Source: an optimization exercise on an open RTL-to-GDS flow (aim: small area, a short achievable clock period and few clock cycles per item). Production flows keep margins and buffers that such runs may drop.
Where RTL was checked, it was by simulation tests only, not by an equivalence proof against the original.

## rev 12
// MD5_custom_SIMD_instruction
module MD5_custom_SIMD_instruction (clk, reset,
	in_v, rd, vrd1, vrd2,
		in_data, in_vdata1, in_vdata2,
	out_v, out_rd, out_vrd1, out_vrd2,
		out_data, out_vdata1, out_vdata2);
	input clk, reset;
	input in_v;
	input [4:0] rd;
	input [2:0] vrd1, vrd2;
	input [32-1:0] in_data;
	input [256-1:0] in_vdata1, in_vdata2;
	output out_v;
	output [4:0] out_rd;
	output [2:0] out_vrd1, out_vrd2;
	output [32-1:0] out_data;
	output [256-1:0] out_vdata1, out_vdata2;
	wire [511:0] min = {in_vdata2, in_vdata1};
	reg        busy, fin, outv, first;
	reg [5:0]  cnt;
	reg [4:0]  t_rd;
	reg [2:0]  t_vrd1, t_vrd2;
	reg [31:0] a, b, c, d, t;
	reg [31:0] ring [0:15];
	reg [7:0]  mr;
	reg [3:0]  fs;     
	reg [3:0]  fs2;    
	reg [31:0] kr;     
	reg [3:0]  rv;
	reg [4:0]  ru;
	reg        cl;
	reg        run;    
	wire       last = busy & (cnt == 6'd63);
	wire [31:0] kadd;
	wire [7:0]  msel;
	wire [3:0]  fsel, rvn;
	wire [4:0]  run_;
	wire        cln;
	md5_tables tab (.step(cnt), .msel(msel), .fsel(fsel), .rv(rvn), .ru(run_), .cl(cln));
	wire        pol = ~cnt[0] & ~fin;
	wire [31:0] mword = {32{pol}} ^ (
		({32{mr[0]}} & ring[0]) |
		({32{mr[1]}} & ring[1]) |
		({32{mr[2]}} & ring[2]) |
		({32{mr[3]}} & ring[3]) |
  ...
For scale: about 5400 cells after synthesis, roughly 1100 I/O pins, ~0.040 mm2 of cells after synthesis.
==> module MD5_custom_SIMD_instruction, before the edit <==
module MD5_custom_SIMD_instruction (clk, reset,
	in_v, rd, vrd1, vrd2,
		in_data, in_vdata1, in_vdata2,
	out_v, out_rd, out_vrd1, out_vrd2,
		out_data, out_vdata1, out_vdata2);
	input clk, reset;
	input in_v;
	input [4:0] rd;
	input [2:0] vrd1, vrd2;
	input [32-1:0] in_data;
	input [256-1:0] in_vdata1, in_vdata2;
	output out_v;
	output [4:0] out_rd;
	output [2:0] out_vrd1, out_vrd2;
	output [32-1:0] out_data;
	output [256-1:0] out_vdata1, out_vdata2;
	wire [511:0] min = {in_vdata2, in_vdata1};
	reg        busy, fin, outv, first;
	reg [5:0]  cnt;
	reg [4:0]  t_rd;
	reg [2:0]  t_vrd1, t_vrd2;
	reg [31:0] a, b, c, d, t;
	reg [31:0] ring [0:15];
	reg [7:0]  mr;
	reg [3:0]  fs;     
	reg [3:0]  fs2;    
	reg [31:0] kr;     
	reg [3:0]  rv;
	reg [4:0]  ru;
	reg        cl;
	reg        run;    
	wire       last = busy & (cnt == 6'd63);
	wire [31:0] kadd;
	wire [7:0]  msel;
	wire [3:0]  fsel, rvn;
	wire [4:0]  run_;
	wire        cln;
	md5_tables tab (.step(cnt), .msel(msel), .fsel(fsel), .rv(rvn), .ru(run_), .cl(cln));
	wire        pol = ~cnt[0] & ~fin;
	wire [31:0] mword = {32{pol}} ^ (
		({32{mr[0]}} & ring[0]) |
		({32{mr[1]}} & ring[1]) |
		({32{mr[2]}} & ring[2]) |
		({32{mr[3]}} & ring[3]) |
		({32{mr[4]}} & ring[5]) |
		({32{mr[5]}} & ring[8]) |
		({32{mr[6]}} & ring[9]) |
		({32{mr[7]}} & ring[10]));
	wire [5:0]  nstep = cnt + 6'd1;
	wire [1:0]  nround = nstep[5:4];
	wire [31:0] kt;
	md5_ktab ktab (.step(cnt), .k(kt));
	wire [31:0] ts = d ^ kr ^ mword;
	wire [31:0] tc = (d & kr) | (d & mword) | (kr & mword);
	wire [31:0] tsum;
	md5_addbk addt (.a(ts), .b({tc[30:0], 1'b0}), .s(tsum));
	wire [31:0] f = ({32{first}} & 32'hd76aa477) |
		({fs2[0], fs2[0], fs2[0], fs2[0], fs2[0], fs2[0], fs2[0], fs2[0], fs2[0], fs2[0], fs2[0], fs2[0], fs2[0], fs2[0], fs2[0], fs2[0], {16{fs[0]}}} & ((b & c) | (~b & d))) |
		({fs2[1], fs2[1], fs2[1], fs2[1], fs2[1], fs2[1], fs2[1], fs2[1], fs2[1], fs2[1], fs2[1], fs2[1], fs2[1], fs2[1], fs2[1], fs2[1], {16{fs[1]}}} & ((d & b) | (~d & c))) |
		({fs2[2], fs2[2], fs2[2], fs2[2], fs2[2], fs2[2], fs2[2], fs2[2], fs2[2], fs2[2], fs2[2], fs2[2], fs2[2], fs2[2], fs2[2], fs2[2], {16{fs[2]}}} & (b ^ c ^ d)) |
		({fs2[3], fs2[3], fs2[3], fs2[3], fs2[3], fs2[3], fs2[3], fs2[3], fs2[3], fs2[3], fs2[3], fs2[3], fs2[3], fs2[3], fs2[3], fs2[3], {16{fs[3]}}} & (c ^ (b | ~d)));
	wire [31:0] x;
	md5_add addx (.a(f), .b(t), .s(x));
	wire [31:0] z =
		({32{rv[0]}} & x) |
		({32{rv[1]}} & {x[30:0], x[31:31]}) |
		({32{rv[2]}} & {x[29:0], x[31:30]}) |
		({32{rv[3]}} & {x[28:0], x[31:29]});
	wire [31:0] y =
		({32{ru[0]}} & {z[27:0], z[31:28]}) |
		({32{ru[1]}} & {z[23:0], z[31:24]}) |
		({32{ru[2]}} & {z[19:0], z[31:20]}) |
		({32{ru[3]}} & {z[15:0], z[31:16]}) |
		({32{ru[4]}} & {z[11:0], z[31:12]}) |
		({32{cl}} & 32'hefcdab89);
	wire [31:0] bn;
	md5_add addb (.a(b), .b(y), .s(bn));
	wire [31:0] dn;
	md5_addbk addd (.a(c), .b({32{fin}} & 32'h98badcfe), .s(dn));
	integer j;
	always @(posedge clk) begin
		if (reset) begin
			run <= 1'b0;
			busy <= 1'b0;
			fin <= 1'b0;
			outv <= 1'b0;
		end else begin
			run <= busy | in_v;
			busy <= busy ? ~last : in_v;
			fin <= last;
			outv <= fin;
		end
		first <= ~run;
		cnt <= busy ? cnt + 6'd1 : 6'd0;
		mr <= busy ? msel : 8'd4;
		fs <= busy ? fsel : 4'd0;
		rv <= busy ? rvn : 4'd8;
		ru <= busy ? run_ : 5'd1;
		cl <= busy & cln;
		fs2 <= (busy & (cnt != 6'd63)) ? (4'd1 << nround) : 4'd0;
		kr <= busy ? kt : 32'he8c7b756;
		a <= t;
		if (run) begin
			b <= bn;
			c <= b;
			d <= dn;
			t <= tsum;
			for (j = 0; j < 16; j = j + 1) ring[(j+1)%16] <= ~ring[j];
		end else begin
			b <= 32'hefcdab89; c <= 32'h98badcfe; d <= 32'h10325476;
			t <= min[31:0];
			t_rd <= rd; t_vrd1 <= vrd1; t_vrd2 <= vrd2;
			ring[1] <= ~min[31:0];
			ring[2] <= ~min[63:32];
			ring[4] <= ~min[95:64];
			ring[15] <= ~min[127:96];
			ring[13] <= ~min[159:128];
			ring[6] <= ~min[191:160];
			ring[0] <= ~min[223:192];
			ring[3] <= ~min[255:224];
			ring[9] <= ~min[287:256];
			ring[10] <= ~min[319:288];
			ring[12] <= ~min[351:320];
			ring[7] <= ~min[383:352];
			ring[5] <= ~min[415:384];
			ring[14] <= ~min[447:416];
			ring[8] <= ~min[479:448];
			ring[11] <= ~min[511:480];
		end
	end
	assign out_v = outv;
	assign out_rd = t_rd;
	assign out_vrd1 = t_vrd1;
	assign out_vrd2 = t_vrd2;
	assign out_data = 32'd0;
	assign out_vdata2 = {256{1'b0}};
	assign out_vdata1 = {128'd0, t, d, b, a};
endmodule
Settings: LEC_CHECK=0, ABC_AREA=1, CAP_MARGIN=20, CORE_AREA=5 5 375 375, CTS_CLUSTER_DIAMETER=80, CTS_CLUSTER_SIZE=28, DIE_AREA=0 0 380 380, SLEW_MARGIN=20, TNS_END_PERCENT=0; clock period 12.0 ns.
standard.sh (not shown) runs the stock make flow with config.mk's settings and CLKGATE_MAP_FILE= SYNTH_SCRIPT=/design/flow/synth_recipe.tcl, a recipe that flattens the netlist after the stock synthesis.
==> flow/flow/run.sh <==
#!/bin/bash
# ORFS layout (the standard.sh) with: the full-adder and half-adder cells kept out of
# synthesis and layout (the platform's don't-use list plus fa/ha), a tighter setup-repair
# target, free resizing, and minimum-size port buffers.
set -euo pipefail
DU="sky130_fd_sc_hd__probe_p_8 sky130_fd_sc_hd__probec_p_8 sky130_fd_sc_hd__lpflow_bleeder_1 sky130_fd_sc_hd__lpflow_clkbufkapwr_1 sky130_fd_sc_hd__lpflow_clkbufkapwr_16 sky130_fd_sc_hd__lpflow_clkbufkapwr_2 sky130_fd_sc_hd__lpflow_clkbufkapwr_4 sky130_fd_sc_hd__lpflow_clkbufkapwr_8 sky130_fd_sc_hd__lpflow_clkinvkapwr_1 sky130_fd_sc_hd__lpflow_clkinvkapwr_16 sky130_fd_sc_hd__lpflow_clkinvkapwr_2 sky130_fd_sc_hd__lpflow_clkinvkapwr_4 sky130_fd_sc_hd__lpflow_clkinvkapwr_8 sky130_fd_sc_hd__lpflow_decapkapwr_12 sky130_fd_sc_hd__lpflow_decapkapwr_3 sky130_fd_sc_hd__lpflow_decapkapwr_4 sky130_fd_sc_hd__lpflow_decapkapwr_6 sky130_fd_sc_hd__lpflow_decapkapwr_8 sky130_fd_sc_hd__lpflow_inputiso0n_1 sky130_fd_sc_hd__lpflow_inputiso0p_1 sky130_fd_sc_hd__lpflow_inputiso1n_1 sky130_fd_sc_hd__lpflow_inputiso1p_1 sky130_fd_sc_hd__lpflow_inputisolatch_1 sky130_fd_sc_hd__lpflow_isobufsrc_1 sky130_fd_sc_hd__lpflow_isobufsrc_16 sky130_fd_sc_hd__lpflow_isobufsrc_2 sky130_fd_sc_hd__lpflow_isobufsrc_4 sky130_fd_sc_hd__lpflow_isobufsrc_8 sky130_fd_sc_hd__lpflow_isobufsrckapwr_16 sky130_fd_sc_hd__lpflow_lsbuf_lh_hl_isowell_tap_1 sky130_fd_sc_hd__lpflow_lsbuf_lh_hl_isowell_tap_2 sky130_fd_sc_hd__lpflow_lsbuf_lh_hl_isowell_tap_4 sky130_fd_sc_hd__lpflow_lsbuf_lh_isowell_4 sky130_fd_sc_hd__lpflow_lsbuf_lh_isowell_tap_1 sky130_fd_sc_hd__lpflow_lsbuf_lh_isowell_tap_2 sky130_fd_sc_hd__lpflow_lsbuf_lh_isowell_tap_4 sky130_fd_sc_hd__fa_1 sky130_fd_sc_hd__fa_2 sky130_fd_sc_hd__fa_4 sky130_fd_sc_hd__ha_1 sky130_fd_sc_hd__ha_2 sky130_fd_sc_hd__ha_4"
bash standard.sh "DONT_USE_CELLS=$DU" SETUP_SLACK_MARGIN=9 MATCH_CELL_FOOTPRINT=0 SKIP_REPAIR_TIE_FANOUT=1 "BUFFER_PORTS_ARGS=-buffer_cell sky130_fd_sc_hd__buf_1" finish > standard.log 2>&1
Testbench counts of rev 12, summed over its fixed seeds: cycles 105,600, hashes 1,600.
#### Input delta (rev 13 over rev 12)
==> flow/design.v, changed modules only <==
module MD5_custom_SIMD_instruction (clk, reset,
	in_v, rd, vrd1, vrd2,
		in_data, in_vdata1, in_vdata2,
	out_v, out_rd, out_vrd1, out_vrd2,
		out_data, out_vdata1, out_vdata2);
	input clk, reset;
	input in_v;
	input [4:0] rd;
	input [2:0] vrd1, vrd2;
	input [32-1:0] in_data;
	input [256-1:0] in_vdata1, in_vdata2;
	output out_v;
	output [4:0] out_rd;
	output [2:0] out_vrd1, out_vrd2;
	output [32-1:0] out_data;
	output [256-1:0] out_vdata1, out_vdata2;
	wire [511:0] min = {in_vdata2, in_vdata1};
	reg        busy, fin, outv, first;
	reg [5:0]  cnt;
	reg [4:0]  t_rd;
	reg [2:0]  t_vrd1, t_vrd2;
	reg [31:0] b, c, d, t;
	reg [31:0] ring [0:15];
	reg [7:0]  mr;
	reg [3:0]  fs;     
	reg [3:0]  fs2;    
	reg [31:0] kr;     
	reg [3:0]  rv;
	reg [4:0]  ru;
	reg        cl;
	reg        run;    
	wire       last = busy & (cnt == 6'd63);
	wire [31:0] kadd;
	wire [7:0]  msel;
	wire [3:0]  fsel, rvn;
	wire [4:0]  run_;
	wire        cln;
	md5_tables tab (.step(cnt), .msel(msel), .fsel(fsel), .rv(rvn), .ru(run_), .cl(cln));
	wire        pol = ~cnt[0] & ~fin;
	wire [31:0] mword = {32{pol}} ^ (
		({32{mr[0]}} & ring[0]) |
		({32{mr[1]}} & ring[1]) |
		({32{mr[2]}} & ring[2]) |
		({32{mr[3]}} & ring[3]) |
		({32{mr[4]}} & ring[5]) |
		({32{mr[5]}} & ring[8]) |
		({32{mr[6]}} & ring[9]) |
		({32{mr[7]}} & ring[10]));
	wire [5:0]  nstep = cnt + 6'd1;
	wire [1:0]  nround = nstep[5:4];
	wire [31:0] kt;
	md5_ktab ktab (.step(cnt), .k(kt));
	wire [31:0] ts = d ^ kr ^ mword;
	wire [31:0] tc = (d & kr) | (d & mword) | (kr & mword);
	wire [31:0] tsum;
	md5_addbk addt (.a(ts), .b({tc[30:0], 1'b0}), .s(tsum));
	wire [31:0] cxd = c ^ d;
	wire [31:0] fs32a = {{16{fs2[0]}}, {16{fs[0]}}};
	wire [31:0] fs32b = {{16{fs2[1]}}, {16{fs[1]}}};
	wire [31:0] fs32c = {{16{fs2[2]}}, {16{fs[2]}}};
	wire [31:0] fs32d = {{16{fs2[3]}}, {16{fs[3]}}};
	wire [31:0] f1 = ({32{first}} & 32'hd76aa477) | (fs32a & c) | (fs32b & (c | d)) | (fs32c & ~cxd) | (fs32d & ~c);
	wire [31:0] f0 = ({32{first}} & 32'hd76aa477) | (fs32a & d) | (fs32b & (c & ~d)) | (fs32c & cxd) | (fs32d & ~cxd);
	wire [31:0] f = (b & f1) | (~b & f0);
	wire [31:0] x;
	md5_add addx (.a(f), .b(t), .s(x));
	wire [31:0] z =
		({32{rv[0]}} & x) |
		({32{rv[1]}} & {x[30:0], x[31:31]}) |
		({32{rv[2]}} & {x[29:0], x[31:30]}) |
		({32{rv[3]}} & {x[28:0], x[31:29]});
	wire [31:0] y =
		({32{ru[0]}} & {z[27:0], z[31:28]}) |
		({32{ru[1]}} & {z[23:0], z[31:24]}) |
		({32{ru[2]}} & {z[19:0], z[31:20]}) |
		({32{ru[3]}} & {z[15:0], z[31:16]}) |
		({32{ru[4]}} & {z[11:0], z[31:12]}) |
		({32{cl}} & 32'hefcdab89);
	wire [31:0] bn;
	md5_add addb (.a(b & {32{run}}), .b(y), .s(bn));
	wire [31:0] dn;
	md5_addbk addd (.a(c), .b({32{fin}} & 32'h98badcfe), .s(dn));
	integer j;
	always @(posedge clk) begin
		if (reset) begin
			run <= 1'b0;
			busy <= 1'b0;
			fin <= 1'b0;
			outv <= 1'b0;
		end else begin
			run <= busy | in_v;
			busy <= busy ? ~last : in_v;
			fin <= last;
			outv <= fin;
		end
		first <= ~run;
		cnt <= busy ? cnt + 6'd1 : 6'd0;
		mr <= busy ? msel : 8'd4;
		fs <= busy ? fsel : 4'd0;
		rv <= reset ? 4'd0 : busy ? rvn : in_v ? 4'd8 : 4'd0;
		ru <= reset ? 5'd0 : busy ? run_ : in_v ? 5'd1 : 5'd0;
		cl <= reset | (busy ? cln : ~in_v);
		fs2 <= (busy & (cnt != 6'd63)) ? (4'd1 << nround) : 4'd0;
		kr <= busy ? kt : 32'he8c7b756;
		b <= bn;
		if (run) begin
			c <= fin ? t : b;    
			d <= dn;
			t <= tsum;
			for (j = 0; j < 16; j = j + 1) ring[(j+1)%16] <= ~ring[j];
		end else begin
			c <= 32'h98badcfe; d <= 32'h10325476;
			t <= min[31:0];
			t_rd <= rd; t_vrd1 <= vrd1; t_vrd2 <= vrd2;
			ring[1] <= ~min[31:0];
			ring[2] <= ~min[63:32];
			ring[4] <= ~min[95:64];
			ring[15] <= ~min[127:96];
			ring[13] <= ~min[159:128];
			ring[6] <= ~min[191:160];
			ring[0] <= ~min[223:192];
			ring[3] <= ~min[255:224];
			ring[9] <= ~min[287:256];
			ring[10] <= ~min[319:288];
			ring[12] <= ~min[351:320];
			ring[7] <= ~min[383:352];
			ring[5] <= ~min[415:384];
			ring[14] <= ~min[447:416];
			ring[8] <= ~min[479:448];
			ring[11] <= ~min[511:480];
		end
	end
	assign out_v = outv;
	assign out_rd = t_rd;
	assign out_vrd1 = t_vrd1;
	assign out_vrd2 = t_vrd2;
	assign out_data = 32'd0;
	assign out_vdata2 = {256{1'b0}};
	assign out_vdata1 = {128'd0, t, d, b, c};
endmodule
[summary]
Final cell area: rev 13 below rev 12
Rev 12 → rev 13: post-synthesis share of cell area spent on and, or, nand and nor gates held, final standard cell utilization of the core went down by 0.31 points.
In rev 13, the amount of wire on met3 after detailed routing came out about 37% above the value in rev 12.
On fmax: between rev 13 and rev 12, it ends up higher for rev 12.
met2 track utilization from global routing is higher on rev 13
The final critical-path setup slack reported for rev 13 is smaller than that of rev 12 by 0.084 ns.
Looking only at number of combinational gates with multiple inputs, and setting everything else aside, the lower value of rev 13 and rev 12 goes to rev 12.
For rev 13, only the layout was checked, not whether the RTL still works.

port drivers added, routing unchanged:
No port has a modelled driver above. Below, the same layouts with a new extraction and two added sets of constraints.
Step 1 sets driving cells, clkbuf_16 on the clock port and buf_2 on the other inputs (assumed; they add their load-dependent delay and slew).
Step 2 times the ports against the registers' clock, not the clock port: input delays grow and output delays shrink by t, the midpoint of the rising clock arrivals with the driver on.
Slacks: ideal / step 1 / step 2; pairs: ideal / step 1.
| run | shift t [ns] | setup WS [ns] | worst setup path at the end | worst register clock-pin slew, ns |
|---|---|---|---|---|
| rev 12 | 0.752 | 7.823 / 7.823 / 7.823 | register to register | 0.11 / 0.11 |
| rev 13 | 0.768 | 7.739 / 7.739 / 7.739 | register to register | 0.11 / 0.11 |
After both steps every run listed still meets setup and hold.
